Background: an optimization exercise with open tools, aiming at small area, a short achievable clock period and few clock cycles per item. Do not read the settings as production practice.
The RTL was checked by simulation tests, not by an equivalence proof against the original design.

`design.v`:
```
module simple_generic_matrix_mult #(
    parameter integer M = 3,
    parameter integer N = 3,
    parameter integer P = 3,
    parameter integer DATA_WIDTH = 8
)(
    input  wire clk,
    input  wire rst,
    input  wire start,
    input  wire signed [DATA_WIDTH-1:0] a_in,
    input  wire [$clog2(M*N)-1:0] a_addr,
    input  wire a_wen,
    input  wire signed [DATA_WIDTH-1:0] b_in,
    input  wire [$clog2(N*P)-1:0] b_addr,
    input  wire b_wen,
    output reg [2*DATA_WIDTH-1:0] c_out,
    output reg c_valid,
    output reg done
);
    localparam integer E = 1;    
    reg [3:0] t;
    wire rd = start | ((t != 0) & (t <= 8));           
    wire rot_b = rd;                                    
    wire rot_a = rd & ((t == 2) | (t == 5) | (t == 8));  
    always @(posedge clk or posedge rst) begin
        if (rst) begin
            t <= 0;
            c_valid <= 0;
            done <= 0;
        end else begin
            c_valid <= (t >= E) && (t <= E + 8) && (t != 0 || start);
            done <= (t == E + 8);
            t <= (t == E + 8) ? 4'd0 : (start || t != 0) ? t + 4'd1 : 4'd0;
        end
    end
    reg [7:0] A [0:8];
    reg [7:0] B [0:8];
    integer x;
    always @(posedge clk) begin
        for (x = 0; x < 9; x = x + 1) begin
            if (rot_a) A[x] <= A[(x + 3) % 9];
            else if (a_wen && a_addr == x) A[x] <= a_in;
            if (rot_b) B[x] <= B[(x % 3 == 2) ? x - 2 : x + 1];
            else if (b_wen && b_addr == x) B[x] <= b_in;
        end
    end
    wire [7:0] ma0 = A[0], ma1 = A[1], ma2 = A[2];
    wire [7:0] mb0 = B[0], mb1 = B[3], mb2 = B[6];
    wire [7:0] a0 = ma0, a1 = ma1, a2 = ma2, b0 = mb0, b1 = mb1, b2 = mb2;
    wire pp0_0_0, pp0_0_1, pp0_0_2, pp0_0_3, pp0_0_4, pp0_0_5, pp0_0_6, pp0_0_7, pp0_1_0, pp0_1_1, pp0_1_2, pp0_1_3, pp0_1_4, pp0_1_5, pp0_1_6, pp0_1_7, pp0_2_0, pp0_2_1, pp0_2_2, pp0_2_3, pp0_2_4, pp0_2_5, pp0_2_6, pp0_2_7, pp0_3_0, pp0_3_1, pp0_3_2, pp0_3_3, pp0_3_4, pp0_3_5, pp0_3_6, pp0_3_7, pp0_4_0, pp0_4_1, pp0_4_2, pp0_4_3, pp0_4_4, pp0_4_5, pp0_4_6, pp0_4_7, pp0_5_0, pp0_5_1, pp0_5_2, pp0_5_3, pp0_5_4, pp0_5_5, pp0_5_6, pp0_5_7, pp0_6_0, pp0_6_1, pp0_6_2, pp0_6_3, pp0_6_4, pp0_6_5, pp0_6_6, pp0_6_7, pp0_7_0, pp0_7_1, pp0_7_2, pp0_7_3, pp0_7_4, pp0_7_5, pp0_7_6, pp0_7_7, pp1_0_0, pp1_0_1, pp1_0_2, pp1_0_3, pp1_0_4, pp1_0_5, pp1_0_6, pp1_0_7, pp1_1_0, pp1_1_1, pp1_1_2, pp1_1_3, pp1_1_4, pp1_1_5, pp1_1_6, pp1_1_7, pp1_2_0, pp1_2_1, pp1_2_2, pp1_2_3, pp1_2_4, pp1_2_5, pp1_2_6, pp1_2_7, pp1_3_0, pp1_3_1, pp1_3_2, pp1_3_3, pp1_3_4, pp1_3_5, pp1_3_6, pp1_3_7, pp1_4_0, pp1_4_1, pp1_4_2, pp1_4_3, pp1_4_4, pp1_4_5, pp1_4_6, pp1_4_7, pp1_5_0, pp1_5_1, pp1_5_2, pp1_5_3, pp1_5_4, pp1_5_5, pp1_5_6, pp1_5_7, pp1_6_0, pp1_6_1, pp1_6_2, pp1_6_3, pp1_6_4, pp1_6_5, pp1_6_6, pp1_6_7, pp1_7_0, pp1_7_1, pp1_7_2, pp1_7_3, pp1_7_4, pp1_7_5, pp1_7_6, pp1_7_7, pp2_0_0, pp2_0_1, pp2_0_2, pp2_0_3, pp2_0_4, pp2_0_5, pp2_0_6, pp2_0_7, pp2_1_0, pp2_1_1, pp2_1_2, pp2_1_3, pp2_1_4, pp2_1_5, pp2_1_6, pp2_1_7, pp2_2_0, pp2_2_1, pp2_2_2, pp2_2_3, pp2_2_4, pp2_2_5, pp2_2_6, pp2_2_7, pp2_3_0, pp2_3_1, pp2_3_2, pp2_3_3, pp2_3_4, pp2_3_5, pp2_3_6, pp2_3_7, pp2_4_0, pp2_4_1, pp2_4_2, pp2_4_3, pp2_4_4, pp2_4_5, pp2_4_6, pp2_4_7, pp2_5_0, pp2_5_1, pp2_5_2, pp2_5_3, pp2_5_4, pp2_5_5, pp2_5_6, pp2_5_7, pp2_6_0, pp2_6_1, pp2_6_2, pp2_6_3, pp2_6_4, pp2_6_5, pp2_6_6, pp2_6_7, pp2_7_0, pp2_7_1, pp2_7_2, pp2_7_3, pp2_7_4, pp2_7_5, pp2_7_6, pp2_7_7, s1, c2, s3, c4, s5, c6, s7, c8, s9, c10, s11, c12, s13, c14, s15, c16, s17, c18, s19, c20, s21, c22, s23, c24, s25, c26, s27, c28, s29, c30, s31, c32, s33, c34, s35, c36, s37, c38, s39, c40, s41, c42, s43, c44, s45, c46, s47, c48, s49, c50, s51, c52, s53, c54, s55, c56, s57, c58, s59, c60, s61, c62, s63, c64, s65, c66, s67, c68, s69, c70, s71, c72, s73, c74, s75, c76, s77, c78, s79, c80, s81, c82, s83, c84, s85, c86, s87, c88, s89, c90, s91, c92, s93, c94, s95, c96, s97, c98, s99, c100, s101, c102, s103, c104, s105, c106, s107, c108, s109, c110, s111, c112, s113, c114, s115, c116, s117, c118, s119, c120, s121, c122, s123, c124, s125, c126, s127, c128, s129, c130, s131, c132, s133, c134, s135, c136, s137, c138, s139, c140, s141, c142, s143, c144, s145, c146, s147, c148, s149, c150, s151, c152, s153, c154, s155, c156, s157, c158, s159, c160, s161, c162, s163, c164, s165, c166, s167, c168, s169, c170, s171, c172, s173, c174, s175, c176, s177, c178, s179, c180, s181, c182, s183, c184, s185, c186, s187, c188, s189, c190, s191, c192, s193, c194, s195, c196, s197, c198, s199, c200, s201, c202, s203, c204, s205, c206, s207, c208, s209, c210, s211, c212, s213, c214, s215, c216, s217, c218, s219, c220, s221, c222, s223, c224, s225, c226, s227, c228, s229, c230, s231, c232, s233, c234, s235, c236, s237, c238, s239, c240, s241, c242, s243, c244, s245, c246, s247, c248, s249, c250, s251, c252, s253, c254, s255, c256, s257, c258, s259, c260, s261, c262, s263, s264, c265, s266, c267, s268, c269, s270, c271, s272, c273, s274, c275, s276, c277, s278, c279, s280, c281, s282, c283, s284, c285, s286, c287, s288, c289, s290, c291, s292, c293, s294, c295, s296, c297, s298, c299, s300, c301, s302, c303, s304, c305, s306, c307, s308, c309, s310, c311, s312, c313, s314, c315, s316, c317, s318, c319, s320, c321, s322, c323, s324, c325, s326, c327, s328, c329, s330, c331, s332, c333, s334, c335, s336, c337, s338, c339, s340, c341, s342, c343, s344, c345, s346, c347, s348, c349, s350;
    assign pp0_0_0 = ~(a0[0] & b0[0]);
    assign pp0_0_1 = ~(a0[0] & b0[1]);
    assign pp0_0_2 = ~(a0[0] & b0[2]);
    assign pp0_0_3 = ~(a0[0] & b0[3]);
    assign pp0_0_4 = ~(a0[0] & b0[4]);
    assign pp0_0_5 = ~(a0[0] & b0[5]);
    assign pp0_0_6 = ~(a0[0] & b0[6]);
    assign pp0_0_7 = a0[0] & b0[7];
    assign pp0_1_0 = ~(a0[1] & b0[0]);
    assign pp0_1_1 = ~(a0[1] & b0[1]);
    assign pp0_1_2 = ~(a0[1] & b0[2]);
    assign pp0_1_3 = ~(a0[1] & b0[3]);
    assign pp0_1_4 = ~(a0[1] & b0[4]);
    assign pp0_1_5 = ~(a0[1] & b0[5]);
    assign pp0_1_6 = ~(a0[1] & b0[6]);
    assign pp0_1_7 = a0[1] & b0[7];
    assign pp0_2_0 = ~(a0[2] & b0[0]);
    assign pp0_2_1 = ~(a0[2] & b0[1]);
    assign pp0_2_2 = ~(a0[2] & b0[2]);
    assign pp0_2_3 = ~(a0[2] & b0[3]);
    assign pp0_2_4 = ~(a0[2] & b0[4]);
    assign pp0_2_5 = ~(a0[2] & b0[5]);
    assign pp0_2_6 = ~(a0[2] & b0[6]);
    assign pp0_2_7 = a0[2] & b0[7];
    assign pp0_3_0 = ~(a0[3] & b0[0]);
    assign pp0_3_1 = ~(a0[3] & b0[1]);
    assign pp0_3_2 = ~(a0[3] & b0[2]);
    assign pp0_3_3 = ~(a0[3] & b0[3]);
    assign pp0_3_4 = ~(a0[3] & b0[4]);
    assign pp0_3_5 = ~(a0[3] & b0[5]);
    assign pp0_3_6 = ~(a0[3] & b0[6]);
    assign pp0_3_7 = a0[3] & b0[7];
    assign pp0_4_0 = ~(a0[4] & b0[0]);
    assign pp0_4_1 = ~(a0[4] & b0[1]);
    assign pp0_4_2 = ~(a0[4] & b0[2]);
    assign pp0_4_3 = ~(a0[4] & b0[3]);
    assign pp0_4_4 = ~(a0[4] & b0[4]);
    assign pp0_4_5 = ~(a0[4] & b0[5]);
    assign pp0_4_6 = ~(a0[4] & b0[6]);
    assign pp0_4_7 = a0[4] & b0[7];
    assign pp0_5_0 = ~(a0[5] & b0[0]);
    assign pp0_5_1 = ~(a0[5] & b0[1]);
    assign pp0_5_2 = ~(a0[5] & b0[2]);
    assign pp0_5_3 = ~(a0[5] & b0[3]);
    assign pp0_5_4 = ~(a0[5] & b0[4]);
    assign pp0_5_5 = ~(a0[5] & b0[5]);
    assign pp0_5_6 = ~(a0[5] & b0[6]);
    assign pp0_5_7 = a0[5] & b0[7];
    assign pp0_6_0 = ~(a0[6] & b0[0]);
    assign pp0_6_1 = ~(a0[6] & b0[1]);
    assign pp0_6_2 = ~(a0[6] & b0[2]);
    assign pp0_6_3 = ~(a0[6] & b0[3]);
    assign pp0_6_4 = ~(a0[6] & b0[4]);
    assign pp0_6_5 = ~(a0[6] & b0[5]);
    assign pp0_6_6 = ~(a0[6] & b0[6]);
    assign pp0_6_7 = a0[6] & b0[7];
    assign pp0_7_0 = a0[7] & b0[0];
    assign pp0_7_1 = a0[7] & b0[1];
    assign pp0_7_2 = a0[7] & b0[2];
    assign pp0_7_3 = a0[7] & b0[3];
    assign pp0_7_4 = a0[7] & b0[4];
    assign pp0_7_5 = a0[7] & b0[5];
    assign pp0_7_6 = a0[7] & b0[6];
    assign pp0_7_7 = ~(a0[7] & b0[7]);
    assign pp1_0_0 = ~(a1[0] & b1[0]);
    assign pp1_0_1 = ~(a1[0] & b1[1]);
    assign pp1_0_2 = ~(a1[0] & b1[2]);
    assign pp1_0_3 = ~(a1[0] & b1[3]);
    assign pp1_0_4 = ~(a1[0] & b1[4]);
    assign pp1_0_5 = ~(a1[0] & b1[5]);
    assign pp1_0_6 = ~(a1[0] & b1[6]);
    assign pp1_0_7 = a1[0] & b1[7];
    assign pp1_1_0 = ~(a1[1] & b1[0]);
    assign pp1_1_1 = ~(a1[1] & b1[1]);
    assign pp1_1_2 = ~(a1[1] & b1[2]);
    assign pp1_1_3 = ~(a1[1] & b1[3]);
    assign pp1_1_4 = ~(a1[1] & b1[4]);
    assign pp1_1_5 = ~(a1[1] & b1[5]);
    assign pp1_1_6 = ~(a1[1] & b1[6]);
    assign pp1_1_7 = a1[1] & b1[7];
    assign pp1_2_0 = ~(a1[2] & b1[0]);
    assign pp1_2_1 = ~(a1[2] & b1[1]);
    assign pp1_2_2 = ~(a1[2] & b1[2]);
    assign pp1_2_3 = ~(a1[2] & b1[3]);
    assign pp1_2_4 = ~(a1[2] & b1[4]);
    assign pp1_2_5 = ~(a1[2] & b1[5]);
    assign pp1_2_6 = ~(a1[2] & b1[6]);
    assign pp1_2_7 = a1[2] & b1[7];
    assign pp1_3_0 = ~(a1[3] & b1[0]);
    assign pp1_3_1 = ~(a1[3] & b1[1]);
    assign pp1_3_2 = ~(a1[3] & b1[2]);
    assign pp1_3_3 = ~(a1[3] & b1[3]);
    assign pp1_3_4 = ~(a1[3] & b1[4]);
    assign pp1_3_5 = ~(a1[3] & b1[5]);
    assign pp1_3_6 = ~(a1[3] & b1[6]);
    assign pp1_3_7 = a1[3] & b1[7];
    assign pp1_4_0 = ~(a1[4] & b1[0]);
    assign pp1_4_1 = ~(a1[4] & b1[1]);
    assign pp1_4_2 = ~(a1[4] & b1[2]);
    assign pp1_4_3 = ~(a1[4] & b1[3]);
    assign pp1_4_4 = ~(a1[4] & b1[4]);
    assign pp1_4_5 = ~(a1[4] & b1[5]);
    assign pp1_4_6 = ~(a1[4] & b1[6]);
    assign pp1_4_7 = a1[4] & b1[7];
    assign pp1_5_0 = ~(a1[5] & b1[0]);
    assign pp1_5_1 = ~(a1[5] & b1[1]);
    assign pp1_5_2 = ~(a1[5] & b1[2]);
    assign pp1_5_3 = ~(a1[5] & b1[3]);
    assign pp1_5_4 = ~(a1[5] & b1[4]);
    assign pp1_5_5 = ~(a1[5] & b1[5]);
    assign pp1_5_6 = ~(a1[5] & b1[6]);
    assign pp1_5_7 = a1[5] & b1[7];
    assign pp1_6_0 = ~(a1[6] & b1[0]);
    assign pp1_6_1 = ~(a1[6] & b1[1]);
    assign pp1_6_2 = ~(a1[6] & b1[2]);
    assign pp1_6_3 = ~(a1[6] & b1[3]);
    assign pp1_6_4 = ~(a1[6] & b1[4]);
    assign pp1_6_5 = ~(a1[6] & b1[5]);
    assign pp1_6_6 = ~(a1[6] & b1[6]);
    assign pp1_6_7 = a1[6] & b1[7];
    assign pp1_7_0 = a1[7] & b1[0];
    assign pp1_7_1 = a1[7] & b1[1];
    assign pp1_7_2 = a1[7] & b1[2];
    assign pp1_7_3 = a1[7] & b1[3];
    assign pp1_7_4 = a1[7] & b1[4];
    assign pp1_7_5 = a1[7] & b1[5];
    assign pp1_7_6 = a1[7] & b1[6];
    assign pp1_7_7 = ~(a1[7] & b1[7]);
    assign pp2_0_0 = ~(a2[0] & b2[0]);
    assign pp2_0_1 = ~(a2[0] & b2[1]);
    assign pp2_0_2 = ~(a2[0] & b2[2]);
    assign pp2_0_3 = ~(a2[0] & b2[3]);
    assign pp2_0_4 = ~(a2[0] & b2[4]);
    assign pp2_0_5 = ~(a2[0] & b2[5]);
    assign pp2_0_6 = ~(a2[0] & b2[6]);
    assign pp2_0_7 = a2[0] & b2[7];
    assign pp2_1_0 = ~(a2[1] & b2[0]);
    assign pp2_1_1 = ~(a2[1] & b2[1]);
    assign pp2_1_2 = ~(a2[1] & b2[2]);
    assign pp2_1_3 = ~(a2[1] & b2[3]);
    assign pp2_1_4 = ~(a2[1] & b2[4]);
    assign pp2_1_5 = ~(a2[1] & b2[5]);
    assign pp2_1_6 = ~(a2[1] & b2[6]);
    assign pp2_1_7 = a2[1] & b2[7];
    assign pp2_2_0 = ~(a2[2] & b2[0]);
    assign pp2_2_1 = ~(a2[2] & b2[1]);
    assign pp2_2_2 = ~(a2[2] & b2[2]);
    assign pp2_2_3 = ~(a2[2] & b2[3]);
    assign pp2_2_4 = ~(a2[2] & b2[4]);
    assign pp2_2_5 = ~(a2[2] & b2[5]);
    assign pp2_2_6 = ~(a2[2] & b2[6]);
    assign pp2_2_7 = a2[2] & b2[7];
    assign pp2_3_0 = ~(a2[3] & b2[0]);
    assign pp2_3_1 = ~(a2[3] & b2[1]);
    assign pp2_3_2 = ~(a2[3] & b2[2]);
    assign pp2_3_3 = ~(a2[3] & b2[3]);
    assign pp2_3_4 = ~(a2[3] & b2[4]);
    assign pp2_3_5 = ~(a2[3] & b2[5]);
    assign pp2_3_6 = ~(a2[3] & b2[6]);
    assign pp2_3_7 = a2[3] & b2[7];
    assign pp2_4_0 = ~(a2[4] & b2[0]);
    assign pp2_4_1 = ~(a2[4] & b2[1]);
    assign pp2_4_2 = ~(a2[4] & b2[2]);
    assign pp2_4_3 = ~(a2[4] & b2[3]);
    assign pp2_4_4 = ~(a2[4] & b2[4]);
    assign pp2_4_5 = ~(a2[4] & b2[5]);
    assign pp2_4_6 = ~(a2[4] & b2[6]);
    assign pp2_4_7 = a2[4] & b2[7];
    assign pp2_5_0 = ~(a2[5] & b2[0]);
    assign pp2_5_1 = ~(a2[5] & b2[1]);
    assign pp2_5_2 = ~(a2[5] & b2[2]);
    assign pp2_5_3 = ~(a2[5] & b2[3]);
    assign pp2_5_4 = ~(a2[5] & b2[4]);
    assign pp2_5_5 = ~(a2[5] & b2[5]);
    assign pp2_5_6 = ~(a2[5] & b2[6]);
    assign pp2_5_7 = a2[5] & b2[7];
    assign pp2_6_0 = ~(a2[6] & b2[0]);
    assign pp2_6_1 = ~(a2[6] & b2[1]);
    assign pp2_6_2 = ~(a2[6] & b2[2]);
    assign pp2_6_3 = ~(a2[6] & b2[3]);
    assign pp2_6_4 = ~(a2[6] & b2[4]);
    assign pp2_6_5 = ~(a2[6] & b2[5]);
    assign pp2_6_6 = ~(a2[6] & b2[6]);
    assign pp2_6_7 = a2[6] & b2[7];
    assign pp2_7_0 = a2[7] & b2[0];
    assign pp2_7_1 = a2[7] & b2[1];
    assign pp2_7_2 = a2[7] & b2[2];
    assign pp2_7_3 = a2[7] & b2[3];
    assign pp2_7_4 = a2[7] & b2[4];
    assign pp2_7_5 = a2[7] & b2[5];
    assign pp2_7_6 = a2[7] & b2[6];
    assign pp2_7_7 = ~(a2[7] & b2[7]);
    mm_fa u_s1 (.a(pp0_0_0), .b(pp1_0_0), .c(pp2_0_0), .s(s1), .co(c2));
    mm_fa u_s3 (.a(pp0_0_1), .b(pp0_1_0), .c(pp1_0_1), .s(s3), .co(c4));
    mm_fa u_s5 (.a(pp1_1_0), .b(pp2_0_1), .c(pp2_1_0), .s(s5), .co(c6));
    mm_fa u_s7 (.a(pp0_0_2), .b(pp0_1_1), .c(pp0_2_0), .s(s7), .co(c8));
    mm_fa u_s9 (.a(pp1_0_2), .b(pp1_1_1), .c(pp1_2_0), .s(s9), .co(c10));
    mm_fa u_s11 (.a(pp2_0_2), .b(pp2_1_1), .c(pp2_2_0), .s(s11), .co(c12));
    mm_fa u_s13 (.a(pp0_0_3), .b(pp0_1_2), .c(pp0_2_1), .s(s13), .co(c14));
    mm_fa u_s15 (.a(pp0_3_0), .b(pp1_0_3), .c(pp1_1_2), .s(s15), .co(c16));
    mm_fa u_s17 (.a(pp1_2_1), .b(pp1_3_0), .c(pp2_0_3), .s(s17), .co(c18));
    mm_fa u_s19 (.a(pp2_1_2), .b(pp2_2_1), .c(pp2_3_0), .s(s19), .co(c20));
    mm_fa u_s21 (.a(pp0_0_4), .b(pp0_1_3), .c(pp0_2_2), .s(s21), .co(c22));
    mm_fa u_s23 (.a(pp0_3_1), .b(pp0_4_0), .c(pp1_0_4), .s(s23), .co(c24));
    mm_fa u_s25 (.a(pp1_1_3), .b(pp1_2_2), .c(pp1_3_1), .s(s25), .co(c26));
    mm_fa u_s27 (.a(pp1_4_0), .b(pp2_0_4), .c(pp2_1_3), .s(s27), .co(c28));
    mm_fa u_s29 (.a(pp2_2_2), .b(pp2_3_1), .c(pp2_4_0), .s(s29), .co(c30));
    mm_fa u_s31 (.a(pp0_0_5), .b(pp0_1_4), .c(pp0_2_3), .s(s31), .co(c32));
    mm_fa u_s33 (.a(pp0_3_2), .b(pp0_4_1), .c(pp0_5_0), .s(s33), .co(c34));
    mm_fa u_s35 (.a(pp1_0_5), .b(pp1_1_4), .c(pp1_2_3), .s(s35), .co(c36));
    mm_fa u_s37 (.a(pp1_3_2), .b(pp1_4_1), .c(pp1_5_0), .s(s37), .co(c38));
    mm_fa u_s39 (.a(pp2_0_5), .b(pp2_1_4), .c(pp2_2_3), .s(s39), .co(c40));
    mm_fa u_s41 (.a(pp2_3_2), .b(pp2_4_1), .c(pp2_5_0), .s(s41), .co(c42));
    mm_fa u_s43 (.a(pp0_0_6), .b(pp0_1_5), .c(pp0_2_4), .s(s43), .co(c44));
    mm_fa u_s45 (.a(pp0_3_3), .b(pp0_4_2), .c(pp0_5_1), .s(s45), .co(c46));
    mm_fa u_s47 (.a(pp0_6_0), .b(pp1_0_6), .c(pp1_1_5), .s(s47), .co(c48));
    mm_fa u_s49 (.a(pp1_2_4), .b(pp1_3_3), .c(pp1_4_2), .s(s49), .co(c50));
    mm_fa u_s51 (.a(pp1_5_1), .b(pp1_6_0), .c(pp2_0_6), .s(s51), .co(c52));
    mm_fa u_s53 (.a(pp2_1_5), .b(pp2_2_4), .c(pp2_3_3), .s(s53), .co(c54));
    mm_fa u_s55 (.a(pp2_4_2), .b(pp2_5_1), .c(pp2_6_0), .s(s55), .co(c56));
    mm_fa u_s57 (.a(pp0_0_7), .b(pp0_1_6), .c(pp0_2_5), .s(s57), .co(c58));
    mm_fa u_s59 (.a(pp0_3_4), .b(pp0_4_3), .c(pp0_5_2), .s(s59), .co(c60));
    mm_fa u_s61 (.a(pp0_6_1), .b(pp0_7_0), .c(pp1_0_7), .s(s61), .co(c62));
    mm_fa u_s63 (.a(pp1_1_6), .b(pp1_2_5), .c(pp1_3_4), .s(s63), .co(c64));
    mm_fa u_s65 (.a(pp1_4_3), .b(pp1_5_2), .c(pp1_6_1), .s(s65), .co(c66));
    mm_fa u_s67 (.a(pp1_7_0), .b(pp2_0_7), .c(pp2_1_6), .s(s67), .co(c68));
    mm_fa u_s69 (.a(pp2_2_5), .b(pp2_3_4), .c(pp2_4_3), .s(s69), .co(c70));
    mm_fa u_s71 (.a(pp2_5_2), .b(pp2_6_1), .c(pp2_7_0), .s(s71), .co(c72));
    mm_fa u_s73 (.a(pp0_1_7), .b(pp0_2_6), .c(pp0_3_5), .s(s73), .co(c74));
    mm_fa u_s75 (.a(pp0_4_4), .b(pp0_5_3), .c(pp0_6_2), .s(s75), .co(c76));
    mm_fa u_s77 (.a(pp0_7_1), .b(pp1_1_7), .c(pp1_2_6), .s(s77), .co(c78));
    mm_fa u_s79 (.a(pp1_3_5), .b(pp1_4_4), .c(pp1_5_3), .s(s79), .co(c80));
    mm_fa u_s81 (.a(pp1_6_2), .b(pp1_7_1), .c(pp2_1_7), .s(s81), .co(c82));
    mm_fa u_s83 (.a(pp2_2_6), .b(pp2_3_5), .c(pp2_4_4), .s(s83), .co(c84));
    mm_fa u_s85 (.a(pp2_5_3), .b(pp2_6_2), .c(pp2_7_1), .s(s85), .co(c86));
    mm_fa u_s87 (.a(pp0_2_7), .b(pp0_3_6), .c(pp0_4_5), .s(s87), .co(c88));
    mm_fa u_s89 (.a(pp0_5_4), .b(pp0_6_3), .c(pp0_7_2), .s(s89), .co(c90));
    mm_fa u_s91 (.a(pp1_2_7), .b(pp1_3_6), .c(pp1_4_5), .s(s91), .co(c92));
    mm_fa u_s93 (.a(pp1_5_4), .b(pp1_6_3), .c(pp1_7_2), .s(s93), .co(c94));
    mm_fa u_s95 (.a(pp2_2_7), .b(pp2_3_6), .c(pp2_4_5), .s(s95), .co(c96));
    mm_fa u_s97 (.a(pp2_5_4), .b(pp2_6_3), .c(pp2_7_2), .s(s97), .co(c98));
    mm_fa u_s99 (.a(pp0_3_7), .b(pp0_4_6), .c(pp0_5_5), .s(s99), .co(c100));
    mm_fa u_s101 (.a(pp0_6_4), .b(pp0_7_3), .c(pp1_3_7), .s(s101), .co(c102));
    mm_fa u_s103 (.a(pp1_4_6), .b(pp1_5_5), .c(pp1_6_4), .s(s103), .co(c104));
    mm_fa u_s105 (.a(pp1_7_3), .b(pp2_3_7), .c(pp2_4_6), .s(s105), .co(c106));
    mm_fa u_s107 (.a(pp2_5_5), .b(pp2_6_4), .c(pp2_7_3), .s(s107), .co(c108));
    mm_fa u_s109 (.a(pp0_4_7), .b(pp0_5_6), .c(pp0_6_5), .s(s109), .co(c110));
    mm_fa u_s111 (.a(pp0_7_4), .b(pp1_4_7), .c(pp1_5_6), .s(s111), .co(c112));
    mm_fa u_s113 (.a(pp1_6_5), .b(pp1_7_4), .c(pp2_4_7), .s(s113), .co(c114));
    mm_fa u_s115 (.a(pp2_5_6), .b(pp2_6_5), .c(pp2_7_4), .s(s115), .co(c116));
    mm_fa u_s117 (.a(pp0_5_7), .b(pp0_6_6), .c(pp0_7_5), .s(s117), .co(c118));
    mm_fa u_s119 (.a(pp1_5_7), .b(pp1_6_6), .c(pp1_7_5), .s(s119), .co(c120));
    mm_fa u_s121 (.a(pp2_5_7), .b(pp2_6_6), .c(pp2_7_5), .s(s121), .co(c122));
    mm_fa u_s123 (.a(pp0_6_7), .b(pp0_7_6), .c(pp1_6_7), .s(s123), .co(c124));
    mm_fa u_s125 (.a(pp1_7_6), .b(pp2_6_7), .c(pp2_7_6), .s(s125), .co(c126));
    mm_fa u_s127 (.a(pp0_7_7), .b(pp1_7_7), .c(pp2_7_7), .s(s127), .co(c128));
    mm_fa u_s129 (.a(c2), .b(s3), .c(s5), .s(s129), .co(c130));
    mm_fa u_s131 (.a(c4), .b(c6), .c(s7), .s(s131), .co(c132));
    assign s133 = ~(s9 ^ s11);
    assign c134 = s9 | s11;
    mm_fa u_s135 (.a(c8), .b(c10), .c(c12), .s(s135), .co(c136));
    mm_fa u_s137 (.a(s13), .b(s15), .c(s17), .s(s137), .co(c138));
    mm_fa u_s139 (.a(c14), .b(c16), .c(c18), .s(s139), .co(c140));
    mm_fa u_s141 (.a(c20), .b(s21), .c(s23), .s(s141), .co(c142));
    mm_fa u_s143 (.a(s25), .b(s27), .c(s29), .s(s143), .co(c144));
    mm_fa u_s145 (.a(c22), .b(c24), .c(c26), .s(s145), .co(c146));
    mm_fa u_s147 (.a(c28), .b(c30), .c(s31), .s(s147), .co(c148));
    mm_fa u_s149 (.a(s33), .b(s35), .c(s37), .s(s149), .co(c150));
    assign s151 = ~(s39 ^ s41);
    assign c152 = s39 | s41;
    mm_fa u_s153 (.a(c32), .b(c34), .c(c36), .s(s153), .co(c154));
    mm_fa u_s155 (.a(c38), .b(c40), .c(c42), .s(s155), .co(c156));
    mm_fa u_s157 (.a(s43), .b(s45), .c(s47), .s(s157), .co(c158));
    mm_fa u_s159 (.a(s49), .b(s51), .c(s53), .s(s159), .co(c160));
    mm_fa u_s161 (.a(c44), .b(c46), .c(c48), .s(s161), .co(c162));
    mm_fa u_s163 (.a(c50), .b(c52), .c(c54), .s(s163), .co(c164));
    mm_fa u_s165 (.a(c56), .b(s57), .c(s59), .s(s165), .co(c166));
    mm_fa u_s167 (.a(s61), .b(s63), .c(s65), .s(s167), .co(c168));
    mm_fa u_s169 (.a(s67), .b(s69), .c(s71), .s(s169), .co(c170));
    mm_fa u_s171 (.a(c58), .b(c60), .c(c62), .s(s171), .co(c172));
    mm_fa u_s173 (.a(c64), .b(c66), .c(c68), .s(s173), .co(c174));
    mm_fa u_s175 (.a(c70), .b(c72), .c(s73), .s(s175), .co(c176));
    mm_fa u_s177 (.a(s75), .b(s77), .c(s79), .s(s177), .co(c178));
    mm_fa u_s179 (.a(s81), .b(s83), .c(s85), .s(s179), .co(c180));
    mm_fa u_s181 (.a(c74), .b(c76), .c(c78), .s(s181), .co(c182));
    mm_fa u_s183 (.a(c80), .b(c82), .c(c84), .s(s183), .co(c184));
    mm_fa u_s185 (.a(c86), .b(s87), .c(s89), .s(s185), .co(c186));
    mm_fa u_s187 (.a(s91), .b(s93), .c(s95), .s(s187), .co(c188));
    mm_fa u_s189 (.a(c88), .b(c90), .c(c92), .s(s189), .co(c190));
    mm_fa u_s191 (.a(c94), .b(c96), .c(c98), .s(s191), .co(c192));
    mm_fa u_s193 (.a(s99), .b(s101), .c(s103), .s(s193), .co(c194));
    mm_fa u_s195 (.a(c100), .b(c102), .c(c104), .s(s195), .co(c196));
    mm_fa u_s197 (.a(c106), .b(c108), .c(s109), .s(s197), .co(c198));
    mm_fa u_s199 (.a(s111), .b(s113), .c(s115), .s(s199), .co(c200));
    mm_fa u_s201 (.a(c110), .b(c112), .c(c114), .s(s201), .co(c202));
    mm_fa u_s203 (.a(c116), .b(s117), .c(s119), .s(s203), .co(c204));
    mm_fa u_s205 (.a(c118), .b(c120), .c(c122), .s(s205), .co(c206));
    mm_fa u_s207 (.a(c124), .b(c126), .c(s127), .s(s207), .co(c208));
    mm_fa u_s209 (.a(c130), .b(s131), .c(s133), .s(s209), .co(c210));
    mm_fa u_s211 (.a(c132), .b(c134), .c(s135), .s(s211), .co(c212));
    assign s213 = ~(s137 ^ s19);
    assign c214 = s137 | s19;
    mm_fa u_s215 (.a(c136), .b(c138), .c(s139), .s(s215), .co(c216));
    assign s217 = ~(s141 ^ s143);
    assign c218 = s141 | s143;
    mm_fa u_s219 (.a(c140), .b(c142), .c(c144), .s(s219), .co(c220));
    mm_fa u_s221 (.a(s145), .b(s147), .c(s149), .s(s221), .co(c222));
    mm_fa u_s223 (.a(c146), .b(c148), .c(c150), .s(s223), .co(c224));
    mm_fa u_s225 (.a(c152), .b(s153), .c(s155), .s(s225), .co(c226));
    mm_fa u_s227 (.a(s157), .b(s159), .c(s55), .s(s227), .co(c228));
    mm_fa u_s229 (.a(c154), .b(c156), .c(c158), .s(s229), .co(c230));
    mm_fa u_s231 (.a(c160), .b(s161), .c(s163), .s(s231), .co(c232));
    mm_fa u_s233 (.a(s165), .b(s167), .c(s169), .s(s233), .co(c234));
    mm_fa u_s235 (.a(c162), .b(c164), .c(c166), .s(s235), .co(c236));
    mm_fa u_s237 (.a(c168), .b(c170), .c(s171), .s(s237), .co(c238));
    mm_fa u_s239 (.a(s173), .b(s175), .c(s177), .s(s239), .co(c240));
    mm_fa u_s241 (.a(c172), .b(c174), .c(c176), .s(s241), .co(c242));
    mm_fa u_s243 (.a(c178), .b(c180), .c(s181), .s(s243), .co(c244));
    mm_fa u_s245 (.a(s183), .b(s185), .c(s187), .s(s245), .co(c246));
    mm_fa u_s247 (.a(c182), .b(c184), .c(c186), .s(s247), .co(c248));
    mm_fa u_s249 (.a(c188), .b(s189), .c(s191), .s(s249), .co(c250));
    mm_fa u_s251 (.a(s193), .b(s105), .c(s107), .s(s251), .co(c252));
    mm_fa u_s253 (.a(c190), .b(c192), .c(c194), .s(s253), .co(c254));
    mm_fa u_s255 (.a(s195), .b(s197), .c(s199), .s(s255), .co(c256));
    mm_fa u_s257 (.a(c196), .b(c198), .c(c200), .s(s257), .co(c258));
    mm_fa u_s259 (.a(s201), .b(s203), .c(s121), .s(s259), .co(c260));
    mm_fa u_s261 (.a(c202), .b(c204), .c(s205), .s(s261), .co(c262));
    assign s263 = c208 ^ c128 ^ 1'b1;
    mm_fa u_s264 (.a(c210), .b(s211), .c(s213), .s(s264), .co(c265));
    mm_fa u_s266 (.a(c212), .b(c214), .c(s215), .s(s266), .co(c267));
    mm_fa u_s268 (.a(c216), .b(c218), .c(s219), .s(s268), .co(c269));
    mm_fa u_s270 (.a(c220), .b(c222), .c(s223), .s(s270), .co(c271));
    assign s272 = ~(s225 ^ s227);
    assign c273 = s225 | s227;
    mm_fa u_s274 (.a(c224), .b(c226), .c(c228), .s(s274), .co(c275));
    mm_fa u_s276 (.a(s229), .b(s231), .c(s233), .s(s276), .co(c277));
    mm_fa u_s278 (.a(c230), .b(c232), .c(c234), .s(s278), .co(c279));
    mm_fa u_s280 (.a(s235), .b(s237), .c(s239), .s(s280), .co(c281));
    mm_fa u_s282 (.a(c236), .b(c238), .c(c240), .s(s282), .co(c283));
    mm_fa u_s284 (.a(s241), .b(s243), .c(s245), .s(s284), .co(c285));
    mm_fa u_s286 (.a(c242), .b(c244), .c(c246), .s(s286), .co(c287));
    mm_fa u_s288 (.a(s247), .b(s249), .c(s251), .s(s288), .co(c289));
    mm_fa u_s290 (.a(c248), .b(c250), .c(c252), .s(s290), .co(c291));
    mm_fa u_s292 (.a(c254), .b(c256), .c(s257), .s(s292), .co(c293));
    mm_fa u_s294 (.a(c258), .b(c260), .c(s261), .s(s294), .co(c295));
    mm_fa u_s296 (.a(c262), .b(c206), .c(s207), .s(s296), .co(c297));
    mm_ha u_s298 (.a(ra_c271), .b(ra_c273), .s(s298), .co(c299));
    mm_fa u_s300 (.a(ra_c275), .b(ra_c277), .c(ra_s278), .s(s300), .co(c301));
    mm_fa u_s302 (.a(ra_c279), .b(ra_c281), .c(ra_s282), .s(s302), .co(c303));
    mm_ha u_s304 (.a(ra_s284), .b(ra_s97), .s(s304), .co(c305));
    mm_fa u_s306 (.a(ra_c283), .b(ra_c285), .c(ra_s286), .s(s306), .co(c307));
    mm_fa u_s308 (.a(ra_c287), .b(ra_c289), .c(ra_s290), .s(s308), .co(c309));
    mm_ha u_s310 (.a(ra_c267), .b(ra_s268), .s(s310), .co(c311));
    mm_ha u_s312 (.a(ra_c269), .b(ra_s270), .s(s312), .co(c313));
    mm_fa u_s314 (.a(s298), .b(ra_s274), .c(ra_s276), .s(s314), .co(c315));
    mm_fa u_s316 (.a(c299), .b(s300), .c(ra_s280), .s(s316), .co(c317));
    mm_fa u_s318 (.a(c301), .b(s302), .c(s304), .s(s318), .co(c319));
    mm_fa u_s320 (.a(c303), .b(c305), .c(s306), .s(s320), .co(c321));
    mm_fa u_s322 (.a(c307), .b(s308), .c(ra_s253), .s(s322), .co(c323));
    mm_fa u_s324 (.a(c309), .b(ra_c291), .c(ra_s292), .s(s324), .co(c325));
    mm_fa u_s326 (.a(ra_c293), .b(ra_s294), .c(ra_s123), .s(s326), .co(c327));
    mm_ha u_s328 (.a(ra_c265), .b(ra_s266), .s(s328), .co(c329));
    mm_fa u_s330 (.a(s310), .b(ra_s221), .c(ra_s151), .s(s330), .co(c331));
    mm_fa u_s332 (.a(c311), .b(s312), .c(ra_s272), .s(s332), .co(c333));
    assign s334 = ~(c313 ^ s314);
    assign c335 = c313 | s314;
    mm_fa u_s336 (.a(c315), .b(s316), .c(ra_s179), .s(s336), .co(c337));
    assign s338 = ~(c317 ^ s318);
    assign c339 = c317 | s318;
    mm_fa u_s340 (.a(c319), .b(s320), .c(ra_s288), .s(s340), .co(c341));
    mm_fa u_s342 (.a(c321), .b(s322), .c(ra_s255), .s(s342), .co(c343));
    mm_fa u_s344 (.a(c323), .b(s324), .c(ra_s259), .s(s344), .co(c345));
    mm_fa u_s346 (.a(c325), .b(s326), .c(ra_s125), .s(s346), .co(c347));
    mm_fa u_s348 (.a(c327), .b(ra_c295), .c(ra_s296), .s(s348), .co(c349));
    assign s350 = ra_c297 ^ ra_s263;
    reg ra_s1, ra_s129, ra_s209, ra_s264, ra_c265, ra_s266, ra_s217, ra_c267, ra_s268, ra_s221, ra_s151, ra_c269, ra_s270, ra_s272, ra_c271, ra_c273, ra_s274, ra_s276, ra_c275, ra_c277, ra_s278, ra_s280, ra_s179, ra_c279, ra_c281, ra_s282, ra_s284, ra_s97, ra_c283, ra_c285, ra_s286, ra_s288, ra_c287, ra_c289, ra_s290, ra_s253, ra_s255, ra_c291, ra_s292, ra_s259, ra_c293, ra_s294, ra_s123, ra_s125, ra_c295, ra_s296, ra_c297, ra_s263;
    always @(posedge clk) begin
        ra_s1 <= s1;
        ra_s129 <= s129;
        ra_s209 <= s209;
        ra_s264 <= s264;
        ra_c265 <= c265;
        ra_s266 <= s266;
        ra_s217 <= s217;
        ra_c267 <= c267;
        ra_s268 <= s268;
        ra_s221 <= s221;
        ra_s151 <= s151;
        ra_c269 <= c269;
        ra_s270 <= s270;
        ra_s272 <= s272;
        ra_c271 <= c271;
        ra_c273 <= c273;
        ra_s274 <= s274;
        ra_s276 <= s276;
        ra_c275 <= c275;
        ra_c277 <= c277;
        ra_s278 <= s278;
        ra_s280 <= s280;
        ra_s179 <= s179;
        ra_c279 <= c279;
        ra_c281 <= c281;
        ra_s282 <= s282;
        ra_s284 <= s284;
        ra_s97 <= s97;
        ra_c283 <= c283;
        ra_c285 <= c285;
        ra_s286 <= s286;
        ra_s288 <= s288;
        ra_c287 <= c287;
        ra_c289 <= c289;
        ra_s290 <= s290;
        ra_s253 <= s253;
        ra_s255 <= s255;
        ra_c291 <= c291;
        ra_s292 <= s292;
        ra_s259 <= s259;
        ra_c293 <= c293;
        ra_s294 <= s294;
        ra_s123 <= s123;
        ra_s125 <= s125;
        ra_c295 <= c295;
        ra_s296 <= s296;
        ra_c297 <= c297;
        ra_s263 <= s263;
    end
    wire [15:0] row1 = {c349, c347, c345, c343, c341, c339, c337, c335, c333, c331, c329, s328, ra_s264, ra_s209, ra_s129, ra_s1};
    wire [15:0] row2 = {s350, s348, s346, s344, s342, s340, s338, s336, s334, s332, s330, ra_s217, 1'b0, 1'b0, 1'b0, 1'b0};
    always @(posedge clk) c_out <= ~(row1 + row2);
endmodule
module mm_fa (input wire a, input wire b, input wire c, output wire s, output wire co);
    assign s = a ^ b ^ c;
    assign co = (a & b) | (a & c) | (b & c);
endmodule
module mm_ha (input wire a, input wire b, output wire s, output wire co);
    assign s = a ^ b;
    assign co = a & b;
endmodule
```
`flow/run.sh`:
```
#!/bin/bash
set -euo pipefail
bash standard.sh SETUP_SLACK_MARGIN=7 finish > standard_flow.log 2>&1
```
`standard.sh`:
```
#!/bin/bash
# synth_recipe.tcl (not shown) runs the flow's synth.tcl, then flattens the netlist and writes it again
# the make line also repeats each setting of config.mk as NAME=value (left out here)
make -C /OpenROAD-flow-scripts/flow DESIGN_CONFIG=/design/flow/config.mk WORK_HOME=/design/flow/orfs CLKGATE_MAP_FILE= SYNTH_SCRIPT=/design/flow/synth_recipe.tcl "${@:-finish}"
```
`config.mk`:
```
export PLATFORM = sky130hd
export DESIGN_NAME = simple_generic_matrix_mult
export DESIGN_NICKNAME = simple_generic_matrix_mult
export VERILOG_FILES = /design/flow/design.v
export SDC_FILE = /design/flow/constraint.sdc
export NUM_CORES = 4
export LEC_CHECK = 0
export ABC_CLOCK_PERIOD_IN_PS = 3000
export CAP_MARGIN = 20
export CORE_MARGIN = 2
export CORE_UTILIZATION = 40
export CTS_BUF_LIST = sky130_fd_sc_hd__clkbuf_4
export SLEW_MARGIN = 20
export SYNTH_HIERARCHICAL = 1
export SYNTH_MINIMUM_KEEP_SIZE = 0
```
`constraint.sdc`:
```
create_clock -name core_clock -period 10.0 [get_ports {clk}]
set_input_delay 2.0000 -clock core_clock [delete_from_list [all_inputs] [get_ports {clk}]]
set_output_delay 2.0000 -clock core_clock [all_outputs]
set_load 0.01 [all_outputs]
```
==> run summary, run 1 <==
critical path class=reg -> out; cell row count=64; initial antenna violation count=1; Post-DRT Antenna Nets=0; status=timing/DRC/antenna clean; worst r2r path cells=9; largest stage delay on the critical path=0.37 ns; CP required=8.00 ns; setup ws final=6.81 ns; clk root buf=clkbuf_4; Synth Net Count=1192; class of the worst hold path=reg -> reg; die area=0.0328 sq mm; Placement Setup Slack=5.82 ns; Yosys reg bits=214; Cell Area, Synth=0.0126 sq mm; Die Wd=181 microns; htree depth=2; GRT overflow=0; Max Cap Viol=0; Main synth FF type=edfxtp_1; number of global-route vias before repair=8156; WHS Path Cells=1; Worst Setup End Kind=primary output; Fin. Hold Viols=0; DP HPWL=19500 microns; routed wire length=28700 microns; post-route cell area=0.0152 sq mm; cell family with most CP delay=flip-flops; first-pass GRT wire length=44600 microns; cells after synthesis=972; Initial Util=40.8%; gpl congestion=0.851; syn_area_per_cell=12.9 sq um; DRC violation count after routing=0; Area Growth Syn to Fin=20.7%; Final Critical Period=3.19 ns; largest net degree at the start of global routing=73; placed cell area=0.0133 sq mm; unique cell type count in the Yosys netlist=41; vias post-DR=7843; Pins Over Slew Limit=0; Post-synth EDFFs=144; drt pass-1 iters=5; clock-pin slew on the worst setup and hold paths=0.07 ns; CP startpoint kind=flop; RSZ-0062 raised after global routing=yes; Longest Clk Path Bufs=3; CTS tree=done; crit path max-delay cell type=dfrtp_1; TNS Setup=0 ns; crit path DAT=1.19 ns; final net count=1318; Num CTS Buffers=55; Worst Skew=0.0837 ns; most common cell after layout, fill and taps aside=fa_1; drt wl/cell=18.6 microns; total number of yosys warnings=9; worst-path cell chain=buf_2; total I/O pin count=47; Worst-Margin Slew=0.707 ns; fraction of layout cells with a size suffix above 1=23.6%; number of cells on the critical path=1; Clock Sinks=214; asr flop ratio synth=2.80%; FF-to-FF setup slack=6.98 ns; clk latency of the worst-skew pair=0.69 ns; Via-to-Cell Ratio=5.09; worst-path maximum fanout=1; Die H=181 microns; final core utilization=49.3%; Bufs and invs on worst path=1; final setup fails=0; headroom to the max-slew limit=52.9%; GRT Total Usage=17.5%; fmax=0.314 GHz; DRT iter0 DRCs=563; IO buf count=46; Core Area=0.0307 sq mm; fin crit share=31.9%; total of fill cells in the finished design=2718; sequential element share of the synthesized area=45.8%; most frequent cells in the layout=fa_1, nand2_1, a21o_1
Yosys stat by module (local to each module, per instance):
module | copies in the design | flip-flops and latches | cell area, sq um
simple_generic_matrix_mult | 1 | 214 | 9250
mm_ha | 5 | 0 | 12.5
mm_fa | 162 | 0 | 20.0
cells in the mapped netlist, types with 4 or more instances:
library cell | count | area share, %
clkbuf_1 | 48 | 1.4
a21o_1 | 145 | 8.7
buf_2 | 10 | 0.40
xor2_1 | 6 | 0.42
xnor2_1 | 7 | 0.49
a21oi_1 | 8 | 0.32
nand3_1 | 6 | 0.24
edfxtp_1 | 144 | 34
dfxtp_1 | 64 | 10
buf_6 | 4 | 0.36
dfrtp_1 | 6 | 1.2
nand2_1 | 158 | 4.7
o31ai_1 | 5 | 0.30
inv_1 | 41 | 1.2
nand2b_1 | 8 | 0.40
o21ai_0 | 19 | 0.76
and2_1 | 58 | 2.9
fa_1 | 163 | 26
nand3b_1 | 4 | 0.24
buf_4 | 14 | 0.84
ha_1 | 28 | 2.8
metrics by stage:
| step | hold WS, ns | std cells |
|---|---|---|
| 3_5_place_dp | 0.341 | 1341 |
| 6_report | 0.356 | 1541 |
| 5_1_grt | 0.366 | 1541 |
| 2_1_floorplan | 0.338 | 972 |
| 3_3_place_gp | 0.347 | 1341 |
| 4_1_cts | 0.357 | 1487 |
routing by layer:
metal	global-route usage (%)	wire [microns]	vias to the layer above	part of all wire, %
li1	-	-	3522	-
met1	24.2	13100	4032	46
met2	27.8	13400	244	47
met3	3.59	1660	45	5.8
met4	5.30	481	0	1.7
met5	0	0	-	0
cells by family after synthesis:
group | synth area share (%)
AOI/OAI and AO/OA | 10.9
adders and majority gates | 28.8
and+or+nand+nor | 9.22
buffers and inverters | 4.26
DFF | 45.8
xor gates and xnor gates | 1.04
sequential cells by signal (all words and copies together), names as in the netlist, 4 cells and up:
| signal | flops |
|---|---|
| A | 72 |
| B | 72 |
| c_out | 16 |
| t | 4 |
layout make-up:
type                    count  area [sq um]  area share, %
clock inverters            21           118          0.776
flip-flops and latches    214          5760           38.0
repair buffers            144          1310           8.67
clock buffers              82           616           4.06
inverters                  41           154           1.02
multi-input cells         642          6690           44.1
diodes                      1          2.50         0.0165
well taps                 396           495           3.27
worst register-to-register path, delay by kind of cell (launching register included):
family	cells	cell delay [ns]
compound gates	2	0.37
simple gates	2	0.29
xor+xnor	1	0.16
flops	1	0.32
fa+ha+maj	4	1.78
final timing paths:
check | from | end
worst max-delay path | c_valid | c_valid
worst min-delay path | ra_s264 | c_out[3]
worst max register to register | ra_s278 | c_out[13]
worst min register to register | ra_s264 | c_out[3]
max in group asynchronous | rst | t[0]
min in group asynchronous | rst | c_valid
what timing repair did:
item | in CTS | in global routing
gates resized for setup | 106 | 38
hold buffers | 0 | 0
pin swaps | 14 | 23
setup buffers | 42 | 53
endpoints found under the setup margin | 315 | 158
gates cloned | 1 | 0
Testbench counts, summed over its fixed seeds: cycles 30,400, items 14,400.
==> inputs of run 2 (changes only) <==
--- a/config.mk
+++ b/config.mk
@@ -9,7 +9,9 @@
 export CAP_MARGIN = 20
 export CORE_MARGIN = 2
 export CORE_UTILIZATION = 40
-export CTS_BUF_LIST = sky130_fd_sc_hd__clkbuf_4
+export CTS_BUF_LIST = sky130_fd_sc_hd__clkbuf_8
+export CTS_CLUSTER_DIAMETER = 60
+export CTS_CLUSTER_SIZE = 14
 export SLEW_MARGIN = 20
 export SYNTH_HIERARCHICAL = 1
 export SYNTH_MINIMUM_KEEP_SIZE = 0
==> run summary, run 2 <==
status=timing/DRC/antenna clean (unchanged); CP startpoint kind=flop (unchanged); Via-to-Cell Ratio=5.15 (was 5.09); Worst-Margin Slew=0.704 ns (was 0.707 ns); Die H=181 microns (unchanged); crit path max-delay cell type=dfrtp_1 (unchanged); TNS Setup=0 ns (unchanged); IO buf count=46 (unchanged); initial antenna violation count=0 (was 1); Area Growth Syn to Fin=16.7% (was 20.7%); DP HPWL=19500 microns (unchanged); synth top area cells=edfxtp_1, fa_1, dfxtp_1, a21o_1, nand2_1 (unchanged); Worst Setup End Kind=primary output (unchanged); most common cell in the netlist=fa_1 (unchanged); largest stage delay on the critical path=0.38 ns (was 0.37 ns); final net count=1261 (was 1318); critical path class=reg -> out (unchanged); Fin. Hold Viols=0 (unchanged); number of antenna diodes=0 (was 1); RSZ-0062 raised after global routing=yes (unchanged); GRT Total Usage=17.1% (was 17.5%); CTS tree=done (unchanged); Num CTS Buffers=21 (was 55); top-area cell type share of the netlist area=34.4% (unchanged); total of fill cells in the finished design=2686 (was 2718); DRT iter0 DRCs=725 (was 563); crit path DAT=1.06 ns (was 1.19 ns); clk root buf=clkbuf_8 (was clkbuf_4); Yosys reg bits=214 (unchanged); Max Cap Viol=0 (unchanged); GRT overflow=0 (unchanged); Worst Skew=0.0221 ns (was 0.0837 ns); Clock Sinks=214 (unchanged); Core Area=0.0307 sq mm (unchanged); DRC violation count after routing=0 (unchanged); Pins Over Slew Limit=0 (unchanged); Main synth FF type=edfxtp_1 (unchanged); Cell Area, Synth=0.0126 sq mm (unchanged); htree depth=1 (was 2); Final Critical Period=3.06 ns (was 3.19 ns); gpl congestion=0.851 (unchanged); Longest Clk Path Bufs=3 (unchanged); drt wl/cell=19.4 microns (was 18.6 microns); total number of yosys warnings=9 (unchanged); Initial Util=40.8% (unchanged); unique cell type count in the Yosys netlist=41 (unchanged); Synth Net Count=1192 (unchanged); vias post-DR=7466 (was 7843); Yosys top cell by area=edfxtp_1 (unchanged); worst-path cell chain=buf_2 (unchanged); final hold slack=0.360 ns (was 0.356 ns); class of the worst hold path=reg -> reg (unchanged); cell row count=64 (unchanged); cells after synthesis=972 (unchanged); die area=0.0328 sq mm (unchanged); final setup fails=0 (unchanged); syn_area_per_cell=12.9 sq um (unchanged); asr flop ratio synth=2.80% (unchanged); CP required=8.00 ns (about the same); first-pass GRT wire length=43700 microns (was 44600 microns); drt pass-1 iters=7 (was 5); headroom to the max-slew limit=53.0% (was 52.9%); sequential element share of the synthesized area=45.8% (unchanged); Hold Buf Count CTS=0 (unchanged); total I/O pin count=47 (unchanged); Post-synth top cells=fa_1, nand2_1, a21o_1, edfxtp_1, dfxtp_1 (unchanged); area taken by multi-input logic gates=0.00665 sq mm (was 0.00669 sq mm); most frequent cells in the layout=fa_1, nand2_1, a21o_1 (unchanged); routed wire length=28100 microns (was 28700 microns); Post-DRT Antenna Nets=0 (unchanged); Largest regs=A: 72 flops, B: 72 flops, c_out: 16 flops (unchanged); largest net degree at the start of global routing=73 (unchanged); fmax=0.327 GHz (was 0.314 GHz); clk latency of the worst-skew pair=0.56 ns (was 0.69 ns); Bufs and invs on worst path=1 (unchanged); most common cell after layout, fill and taps aside=fa_1 (unchanged); clock-pin slew on the worst setup and hold paths=0.09 ns (was 0.07 ns); number of global-route vias before repair=7756 (was 8156); Post-synth EDFFs=144 (unchanged); fraction of layout cells with a size suffix above 1=16.8% (was 23.6%); worst-path maximum fanout=1 (unchanged); fin crit share=30.6% (was 31.9%); cell family with most CP delay=flip-flops (unchanged); Reg area=0.00576 sq mm (unchanged); Die Wd=181 microns (unchanged)
run 2: cell counts after synthesis:
Identical to the previous run, type by type.
run 2: Yosys stat by module, one instance, submodules excluded:
| module | cells inside | area [sq um] | flip-flops and latches | times used |
|---|---|---|---|---|
| mm_ha | 1 | 12.5 | 0 | 5 |
| mm_fa | 1 | 20.0 | 0 | 162 |
| simple_generic_matrix_mult | 805 | 9250 | 214 | 1 |
run 2: final cells by class:
type / instances / share of cell area (%)
well taps: 396 / 3.38
flip-flops and latches: 214 / 39.3
multi-input cells: 644 / 45.4
repair buffers: 119 / 8.29
clock inverters: 15 / 0.572
inverters: 41 / 1.05
clock buffers: 21 / 1.97
run 2: routing by layer:
metal	vias to the layer above	share of wire [%]	GRT usage, %
li1	3363	-	-
met1	3840	46	24.4
met2	220	46	27.6
met3	43	5.4	2.72
met4	0	2.2	3.74
met5	-	0	0
run 2: path summary, 6_finish.rpt:
check | to | from | depth (start not counted) | slack (ns)
min | c_out[3] | ra_s264 | 1 | 0.36
max in group asynchronous | t[2] | rst | 2 | 8.15
min in group asynchronous | c_valid | rst | 2 | 1.66
max reg2reg | c_out[15] | ra_s278 | 9 | 7.00
min reg2reg | c_out[3] | ra_s264 | 1 | 0.36
max | c_valid | c_valid | 1 | 6.94
run 2: repair_timing:
action                                  in CTS  in global routing
pin swaps                                   31                 10
endpoints found under the hold margin        0                  0
buffers inserted                            35                 34
endpoints found under the setup margin     312                241
gates cloned                                 2                  2
resized for setup                          124                 20
run 2: kinds of logic (layout without fill, tap and decap cells):
| family | after synthesis | in the layout | share of synthesized area (%) |
|---|---|---|---|
| AO/OA/AOI/OAI | 189 | 190 | 10.9 |
| buffers and inverters | 117 | 196 | 4.26 |
| adder cells (fa/ha/maj) | 191 | 191 | 28.8 |
| AND/OR/NAND/NOR | 247 | 249 | 9.22 |
| flip-flops | 214 | 214 | 45.8 |
| XOR/XNOR | 14 | 14 | 1.04 |
run 2: through the flow:
stage                     std cells  util, %  area (sq um)  setup slack (ns)
after global routing           1450     47.7         14700              6.88
after global placement         1341     43.2         13300              5.87
after detailed placement       1341     43.2         13300              5.82
after CTS                      1414     46.5         14300              6.90
final                          1450     47.7         14700              6.94
after floorplan                 972        -         12700              6.80
==> inputs of run 3 (changes only) <==
--- a/config.mk
+++ b/config.mk
@@ -11,7 +11,7 @@
 export CORE_UTILIZATION = 40
 export CTS_BUF_LIST = sky130_fd_sc_hd__clkbuf_8
 export CTS_CLUSTER_DIAMETER = 60
-export CTS_CLUSTER_SIZE = 14
+export CTS_CLUSTER_SIZE = 18
 export SLEW_MARGIN = 20
 export SYNTH_HIERARCHICAL = 1
 export SYNTH_MINIMUM_KEEP_SIZE = 0
==> run summary, run 3 <==
Main synth FF type=edfxtp_1 (unchanged); number of cells on the critical path=1 (unchanged); class of the worst hold path=reg -> reg (unchanged); Post-DRT Antenna Nets=0 (unchanged); clock-pin slew on the worst setup and hold paths=0.09 ns (about the same); largest net degree at the start of global routing=73 (unchanged); Post-synth EDFFs=144 (unchanged); DP HPWL=19500 microns (unchanged); GRT overflow=0 (unchanged); final net count=1258 (was 1261); syn_area_per_cell=12.9 sq um (unchanged); fmax=0.328 GHz (was 0.327 GHz); cell family with most CP delay=flip-flops (unchanged); Final Critical Period=3.05 ns (was 3.06 ns); Yosys top cell by area=edfxtp_1 (unchanged); RSZ-0062 raised after global routing=yes (unchanged); largest stage delay on the critical path=0.38 ns (about the same); Die Wd=181 microns (unchanged); drt wl/cell=19.4 microns (about the same); Synth Net Count=1192 (unchanged); setup ws final=6.95 ns (was 6.94 ns); CTS tree=done (unchanged); most common cell after layout, fill and taps aside=fa_1 (unchanged); htree depth=1 (unchanged); DRC violation count after routing=0 (unchanged); WHS Path Cells=1 (unchanged); Yosys reg bits=214 (unchanged); total I/O pin count=47 (unchanged); die area=0.0328 sq mm (unchanged); clk root buf=clkbuf_8 (unchanged); Num CTS Buffers=19 (was 21); Worst Skew=0.0270 ns (was 0.0221 ns); initial antenna violation count=0 (unchanged); CP required=8.00 ns (about the same); clk latency of the worst-skew pair=0.56 ns (about the same); gpl congestion=0.851 (unchanged); vias post-DR=7518 (was 7466); IO buf count=46 (unchanged); TNS Setup=0 ns (unchanged); Longest Clk Path Bufs=3 (unchanged); top-area cell type share of the netlist area=34.4% (unchanged); sequential element share of the synthesized area=45.8% (unchanged); Cell Area, Synth=0.0126 sq mm (unchanged); first-pass GRT wire length=43400 microns (was 43700 microns); asr flop ratio synth=2.80% (unchanged); final setup fails=0 (unchanged); cell row count=64 (unchanged); crit path max-delay cell type=dfrtp_1 (unchanged); Via-to-Cell Ratio=5.20 (was 5.15); Clock Sinks=214 (unchanged); final hold slack=0.358 ns (was 0.360 ns); headroom to the max-slew limit=53.2% (was 53.0%); status=timing/DRC/antenna clean (unchanged); most frequent cells in the layout=fa_1, nand2_1, a21o_1 (unchanged); GRT Total Usage=17.0% (was 17.1%); Bufs and invs on worst path=1 (unchanged); total number of yosys warnings=9 (unchanged); fraction of layout cells with a size suffix above 1=17.1% (was 16.8%); Fin. Hold Viols=0 (unchanged); crit path DAT=1.05 ns (was 1.06 ns); Die H=181 microns (unchanged); Pins Over Slew Limit=0 (unchanged); Post-synth top cells=fa_1, nand2_1, a21o_1, edfxtp_1, dfxtp_1 (unchanged); Largest regs=A: 72 flops, B: 72 flops, c_out: 16 flops (unchanged); number of antenna diodes=0 (unchanged); routed wire length=28100 microns (about the same); Worst Setup End Kind=primary output (unchanged); critical path class=reg -> out (unchanged); worst-path maximum fanout=1 (unchanged); worst r2r path cells=5 (was 9); most common cell in the netlist=fa_1 (unchanged); synth top area cells=edfxtp_1, fa_1, dfxtp_1, a21o_1, nand2_1 (unchanged); worst-path cell chain=buf_2 (unchanged); DRT iter0 DRCs=694 (was 725); cells after synthesis=972 (unchanged); Initial Util=40.8% (unchanged); unique cell type count in the Yosys netlist=41 (unchanged); Worst-Margin Slew=0.702 ns (was 0.704 ns); drt pass-1 iters=5 (was 7); Max Cap Viol=0 (unchanged); fin crit share=30.5% (was 30.6%); Area Growth Syn to Fin=17.3% (was 16.7%); Core Area=0.0307 sq mm (unchanged); number of global-route vias before repair=7685 (was 7756); Placement Setup Slack=5.82 ns (unchanged); CP startpoint kind=flop (unchanged)
[run 3: cell families after synthesis]
family	share of synthesized area (%)
and+or+nand+nor	9.22
DFF	45.8
adders and majority gates	28.8
AOI/OAI and AO/OA	10.9
buffers and inverters	4.26
xor gates and xnor gates	1.04
[run 3: cell type report]
type / instances / area [sq um]
Clock buffer: 19 / 262
Clock inverter: 13 / 159
Fill cell: 2683 / 16000
Inverter: 41 / 154
Multi-Input combinational cell: 642 / 6650
Sequential cell: 214 / 5760
Tap cell: 396 / 495
Timing Repair Buffer: 120 / 1240
[run 3: per-module statistics from Yosys, one instance, submodules excluded]
module | cells inside | cell area (sq um) | flip-flops and latches
simple_generic_matrix_mult | 805 | 9250 | 214
mm_fa | 1 | 20.0 | 0
mm_ha | 1 | 12.5 | 0
[run 3: per-stage QoR]
stage | instance area (sq um) | cells | util, %
final | 14700 | 1445 | 47.9
after detailed placement | 13300 | 1341 | 43.2
after global routing | 14700 | 1445 | 47.9
after floorplan | 12700 | 972 | -
after CTS | 14200 | 1407 | 46.3
after global placement | 13300 | 1341 | 43.2
[run 3: worst register-to-register path: stages (launching register included)]
cell and delay, ns:
edfxtp_1 0.56, and2_4 0.25, fa_1 0.50, fa_1 0.53
fa_1 0.59, fa_1 0.44
[run 3: routing by layer]
layer / track usage [%] / vias up / routed length [microns]
li1: - / 3353 / -
met1: 24.4 / 3901 / 13000
met2: 27.3 / 223 / 13000
met3: 2.58 / 41 / 1450
met4: 4.07 / 0 / 643
met5: 0 / - / 0
[run 3: path summary, 6_finish.rpt]
check / start / end / slack (ns)
worst max-delay path: c_valid / c_valid / 6.95
worst min-delay path: ra_s264 / c_out[3] / 0.36
worst min register to register: ra_s264 / c_out[3] / 0.36
worst max register to register: B[0][7] / ra_s288 / 7.01
min in group asynchronous: rst / t[2] / 1.65
max in group asynchronous: rst / t[3] / 8.16
[run 3: what timing repair did]
action / 4_1_cts / 5_1_grt
gates cloned: 2 / 2
resized for setup: 122 / 26
hold buffers: 0 / 0
buffers inserted: 32 / 36
endpoints found under the setup margin: 312 / 198
pin swaps: 25 / 14
==> inputs of run 4 (changes only) <==
--- a/config.mk
+++ b/config.mk
@@ -10,8 +10,6 @@
 export CORE_MARGIN = 2
 export CORE_UTILIZATION = 40
 export CTS_BUF_LIST = sky130_fd_sc_hd__clkbuf_8
-export CTS_CLUSTER_DIAMETER = 60
-export CTS_CLUSTER_SIZE = 18
 export SLEW_MARGIN = 20
 export SYNTH_HIERARCHICAL = 1
 export SYNTH_MINIMUM_KEEP_SIZE = 0
==> run summary, run 4 <==
Yosys reg bits=214 (unchanged); drt pass-1 iters=6 (was 5); headroom to the max-slew limit=52.6% (was 53.2%); Cell Area, Synth=0.0126 sq mm (unchanged); total I/O pin count=47 (unchanged); DP HPWL=19500 microns (unchanged); crit path DAT=1.06 ns (was 1.05 ns); total number of yosys warnings=9 (unchanged); syn_area_per_cell=12.9 sq um (unchanged); CTS tree=done (unchanged); number of global-route vias before repair=7953 (was 7685); unique cell type count in the Yosys netlist=41 (unchanged); crit path max-delay cell type=dfrtp_1 (unchanged); Yosys top cell by area=edfxtp_1 (unchanged); origin of the critical flop-to-flop path=ra_s278 (was B[0][7]); sequential element share of the synthesized area=45.8% (unchanged); synth top area cells=edfxtp_1, fa_1, dfxtp_1, a21o_1, nand2_1 (unchanged); final hold slack=0.353 ns (was 0.358 ns); hold_sp=ra_s264 (unchanged); fin crit share=30.6% (was 30.5%); DP Cell Count=1341 (unchanged); most common cell in the netlist=fa_1 (unchanged); final setup fails=0 (unchanged); Main synth FF type=edfxtp_1 (unchanged); fraction of layout cells with a size suffix above 1=20.2% (was 17.1%); CP required=8.00 ns (about the same); final net count=1301 (was 1258); Worst Setup End Kind=primary output (unchanged); Via-to-Cell Ratio=5.15 (was 5.20); class of the worst hold path=reg -> reg (unchanged); fmax=0.327 GHz (was 0.328 GHz); die area=0.0328 sq mm (unchanged); Hold Buf Count CTS=0 (unchanged); Worst Skew=0.0375 ns (was 0.0270 ns); Die H=181 microns (unchanged); cell family with most CP delay=flip-flops (unchanged); Die Wd=181 microns (unchanged); Synth Net Count=1192 (unchanged); CP startpoint kind=flop (unchanged); clock-pin slew on the worst setup and hold paths=0.06 ns (was 0.09 ns); vias post-DR=7726 (was 7518); worst-path cell chain=buf_2 (unchanged); Num CTS Buffers=38 (was 19); IO buf count=46 (unchanged); Pins Over Slew Limit=0 (unchanged); first-pass GRT wire length=44600 microns (was 43400 microns); Core Area=0.0307 sq mm (unchanged); cell row count=64 (unchanged); number of antenna diodes=0 (unchanged); Post-synth EDFFs=144 (unchanged); critical path startpoint=c_valid (unchanged); Longest Clk Path Bufs=3 (unchanged); Bufs and invs on worst path=1 (unchanged); clk root buf=clkbuf_8 (unchanged); clk latency of the worst-skew pair=0.57 ns (was 0.56 ns); TNS Setup=0 ns (unchanged); Max Cap Viol=0 (unchanged); Largest regs=A: 72 flops, B: 72 flops, c_out: 16 flops (unchanged); most frequent cells in the layout=fa_1, nand2_1, a21o_1 (unchanged); htree depth=2 (was 1); largest net degree at the start of global routing=73 (unchanged); Initial Util=40.8% (unchanged); status=timing/DRC/antenna clean (unchanged); asr flop ratio synth=2.80% (unchanged); Finished Layout Cells=1501 (was 1445); drt wl/cell=19.4 microns (about the same); most common cell after layout, fill and taps aside=fa_1 (unchanged); initial antenna violation count=0 (unchanged)
## run 4: cell counts after synthesis
No cell type changed its count.
## run 4: kinds of logic after synthesis
| group | Yosys count | synth area share, % |
|---|---|---|
| fa+ha+maj | 191 | 28.8 |
| compound gates | 189 | 10.9 |
| flops | 214 | 45.8 |
| buf+inv | 117 | 4.26 |
| xor+xnor | 14 | 1.04 |
| simple gates | 247 | 9.22 |
## run 4: path summary, 6_finish.rpt
check | endpoint | slack (ns) | cells past startpoint
min | c_out[3] | 0.35 | 1
max reg2reg | c_out[15] | 6.98 | 9
max in group asynchronous | t[3] | 8.15 | 2
max | c_valid | 6.94 | 1
min reg2reg | c_out[3] | 0.35 | 1
min in group asynchronous | c_valid | 1.65 | 2
## run 4: timing repair
action	in CTS	in global routing
gates resized for setup	122	32
pin swaps	29	15
buffers inserted	47	42
gates cloned	3	4
endpoints found under the setup margin	314	216
## run 4: worst register-to-register path: cells and delay by family (launching register included)
| family | cells | cell delay, ns |
|---|---|---|
| AOI/OAI and AO/OA | 2 | 0.39 |
| xor gates and xnor gates | 1 | 0.14 |
| adders and majority gates | 4 | 1.78 |
| DFF | 1 | 0.32 |
| and+or+nand+nor | 2 | 0.29 |
## run 4: metrics by stage
| stage | instance area (sq um) | worst slack, ns |
|---|---|---|
| 2_1_floorplan | 12700 | 6.80 |
| 3_3_place_gp | 13300 | 5.87 |
| 3_5_place_dp | 13300 | 5.82 |
| 4_1_cts | 14600 | 6.83 |
| 5_1_grt | 15300 | 6.88 |
| 6_report | 15300 | 6.94 |
## run 4: per-layer routing
metal	part of all wire, %	global-route usage, %
met1	46	24.7
met2	46	28.2
met3	5.7	3.25
met4	2.7	5.27
met5	0	0
## run 4: final cells by class
type	count	area (sq um)
fillers	2657	15500
multi-input cells	644	6700
flip-flops and latches	214	5760
repair buffers	142	1400
clock buffers	40	551
well taps	396	495
clock inverters	24	205
inverters	41	154
## run 4: modules after synthesis, one instance, submodules excluded
module                      times used  area (sq um)  cells
simple_generic_matrix_mult           1          9250    805
mm_ha                                5          12.5      1
mm_fa                              162          20.0      1

## port drivers added, routing unchanged
In the flow no input, the clock included, has a driving cell. The finished layouts below were timed again as built, in two steps. Step 1 assumes that a clkbuf_16 drives the clock port and a buf_2 every other input. Step 2 moves the port delays by t, midway between the first and last clock arrival at a register: inputs arrive t later, outputs are due t later. That takes back most of the time a late clock gives input paths. Three values: ideal ports, drivers, drivers and shift; two values: the first two.
run | shift t [ns] | setup slack, ns | hold WS [ns] | slew at the worst register clock pin (ns)
run 1 | 0.693 | 6.813 / 6.771 / 6.277 | 0.356 / 0.356 / 0.356 | 0.08 / 0.08
run 2 | 0.593 | 6.943 / 6.896 / 6.488 | 0.360 / 0.360 / 0.360 | 0.09 / 0.09
run 3 | 0.595 | 6.947 / 6.900 / 6.451 | 0.358 / 0.358 / 0.358 | 0.12 / 0.12
run 4 | 0.595 | 6.940 / 6.893 / 6.484 | 0.353 / 0.353 / 0.353 | 0.07 / 0.07
After both steps setup and hold are still met in every run listed. For run 1, which loses most, drivers alone change the setup slack by -0.042 ns; drivers and shift together by -0.536 ns.
